Context: an optimization exercise on an open-source flow, tuned for small area. The choices shown serve that exercise and are no tape-out recipe.
Function was checked by simulation only, so behaviour that the tests miss may differ from the original.
No activity file was given, so power comes from the tool's default toggle rates.

==> flow/design.v (excerpt) <==
module parking_system_top(clk, reset, car_enter, car_exit, car_sel, car1_state, car2_state, car3_state, full_flag, empty_flag, led_timer_1, led_timer_2, led_timer_3, led_cost_1, led_cost_2, led_cost_3);
Size in the first run: about 350 cells after synthesis, roughly 62 flip-flops, about 3700 um2 of cells after synthesis.
export LEC_CHECK = 0
export CAP_MARGIN = 20
export CORE_MARGIN = 2
export CORE_UTILIZATION = 70
export SLEW_MARGIN = 20
create_clock -name core_clock -period 20.0 [get_ports {clk}]
standard.sh (not shown) runs the stock make flow with config.mk's settings and CLKGATE_MAP_FILE= SYNTH_SCRIPT=/design/flow/synth_recipe.tcl, a recipe that flattens the netlist after the stock synthesis.
==> flow/flow/run.sh <==
#!/bin/bash
# The standard layout (standard.sh: the ORFS flow and synthesis, unchanged), with two
# changes to how the layout is built:
#  - ports are buffered with the smallest buffer (sky130_fd_sc_hd__buf_1) instead of the
#    default pick, which is a 10 um2 delay buffer; every port still gets its buffer;
#  - clock tree synthesis uses small clock buffers and no dummy loads.
set -euo pipefail
export BUFFER_PORTS_ARGS="-buffer_cell sky130_fd_sc_hd__buf_1"
export CTS_ARGS="-sink_clustering_enable -repair_clock_nets -dont_use_dummy_load -buf_list {sky130_fd_sc_hd__clkbuf_2 sky130_fd_sc_hd__clkbuf_4} -root_buf sky130_fd_sc_hd__clkbuf_4 -sink_clustering_size 20"
bash standard.sh > standard.log 2>&1
The starting point went through all stages and came out clean.
==> next run, changes <==
- CORE_UTILIZATION: 70 -> 40
After rerunning:
- routed wire length increases by a little under a tenth
- total power increases slightly
- non-clock buffer count decreases by 1
- final cell count increases by a little under a tenth


build 23:
parking_system_top again, from the RTL that the note above started with.
clock: 20.0 ns
lec_check: 0
cap_margin: 20
core_margin: 2
core_utilization: 40
slew_margin: 20
==> flow/flow/run.sh <==
#!/bin/bash
# The standard layout (standard.sh: the ORFS flow and its standard synthesis), with three
# changes to how the layout is built:
#  - after the standard synthesis, its combinational logic is re-mapped for area by Yosys/ABC
#    (flow/reopt.tcl: amap); the registers are kept exactly as the standard synthesis made
#    them (same cells, same names); the rest of the flow then runs on that netlist;
#  - ports are buffered with the smallest buffer (sky130_fd_sc_hd__buf_1) instead of the
#    default pick, a 10 um2 delay buffer; every port still gets its buffer;
#  - clock tree synthesis uses small clock buffers and no dummy loads.
set -euo pipefail
export BUFFER_PORTS_ARGS="-buffer_cell sky130_fd_sc_hd__buf_1"
export CTS_ARGS="-sink_clustering_enable -repair_clock_nets -dont_use_dummy_load -buf_list {sky130_fd_sc_hd__clkbuf_2 sky130_fd_sc_hd__clkbuf_4} -root_buf sky130_fd_sc_hd__clkbuf_4 -sink_clustering_size 20"
bash standard.sh synth > synth.log 2>&1
res=orfs/results/$FLOW_PLATFORM/parking_system_top/base
cp "$res/1_2_yosys.v" standard_synth.v
export REOPT_LIB=$FLOW_HOME/platforms/$FLOW_PLATFORM/lib/sky130_fd_sc_hd__tt_025C_1v80.lib
export REOPT_IN=$PWD/standard_synth.v
export REOPT_OUT=$PWD/reopt_synth.v
yosys -c flow/reopt.tcl > reopt.log 2>&1
cp reopt_synth.v "$res/1_2_yosys.v"
bash standard.sh > standard.log 2>&1
Other scripts of this flow, unchanged in this note and not shown: flow/flow/reopt.tcl
Build 23 reached the final stage; the timing, DRC and antenna checks on its layout passed.
Relative to build 23, the following input files were edited for build 52:
-- flow/config.mk --
<<< build 23, line 9
export CORE_MARGIN = 2
export CORE_UTILIZATION = 40
export SLEW_MARGIN = 20
>>> build 52, line 9
export CORE_MARGIN = 2
export CORE_UTILIZATION = 40
export GPL_TIMING_DRIVEN = 0
export SLEW_MARGIN = 20
Build 52 vs. build 23: post-layout instance area fell 0.74%; setup slack of the critical path after layout lost 0.83 ns. Reported for build 23 and build 52, total of max-cap violations turned out identical to the last digit. Build 52 -> build 23: wire length of the first global-routing pass flat. Build 23 → build 52: worst voltage drop across the vdd grid moved up, final core utilization moved down, routing usage on met3 moved up, sequential share of cell area moved up. Looking at build 23 and build 52, the internal portion of total power is a wash. As far as reported clock group power is concerned, build 23 and build 52 perform about the same.
## Diff of input files: build 49 against build 52
-- flow/config.mk --
<<< build 52, line 6
export NUM_CORES = 4
export LEC_CHECK = 0
export CAP_MARGIN = 20
export CORE_MARGIN = 2
export CORE_UTILIZATION = 40
export GPL_TIMING_DRIVEN = 0
export SLEW_MARGIN = 20
>>> build 49, line 6
export NUM_CORES = 4
export LEC_CHECK = 0
export CAP_MARGIN = 0
export CORE_MARGIN = 2
export CORE_UTILIZATION = 40
export GPL_TIMING_DRIVEN = 0
export SLEW_MARGIN = 0
==> summary.txt <==
- Relative to build 52, the standard cell area after detailed placement measured on build 49 has increased slightly.
- Compared with build 52, build 49 shows a total detailed-routing wirelength that is 43 um higher.
- The final critical path time including I/O delays and setup of build 49 exceeds that of build 52 by 0.043 ns.
- Going from build 52 to build 49, internal power barely changed, number of buffers and inverters on the critical path did not really move, net total in the final layout grew by 3, buffering overhead up 0.85 points.
- Relative to build 52, the met1 wire length measured on build 49 has increased slightly.
- Sort build 49 and build 52 by switching power summed over all nets asc -> top: build 52
- Sort build 49 and build 52 by area of all placed cells without fillers asc -> top: build 52

what the ideal ports hide:
In the flow no input, the clock included, has a driving cell. The finished layouts below were timed again as built, in two steps.
Step 1: set_driving_cell puts a clkbuf_16 on clk and a buf_2 on each other input, an assumption about the parent block.
Step 2 also shifts input and output timing later by t, the mid clock arrival at the registers, as if the neighbouring blocks saw the same clock.
Slacks: ideal ports / drivers / drivers and shift; pairs: ideal ports / drivers.
| run | shift t [ns] | setup slack, ns | hold WS [ns] |
|---|---|---|---|
| the first run of note 1 | 0.408 | 8.240 / 8.246 / 7.838 | 0.402 / 0.402 / 0.402 |
| the second run of note 1 | 0.429 | 8.269 / 8.272 / 7.843 | 0.395 / 0.395 / 0.395 |
| build 23 | 0.413 | 9.217 / 9.216 / 8.803 | 0.388 / 0.388 / 0.388 |
| build 52 | 0.407 | 8.385 / 8.392 / 7.985 | 0.391 / 0.391 / 0.391 |
| build 49 | 0.411 | 8.341 / 8.346 / 7.935 | 0.383 / 0.383 / 0.383 |
After both steps every run listed still meets setup and hold. For the second run of note 1, which loses most, drivers alone change the setup slack by +0.003 ns; drivers and shift together by -0.426 ns.
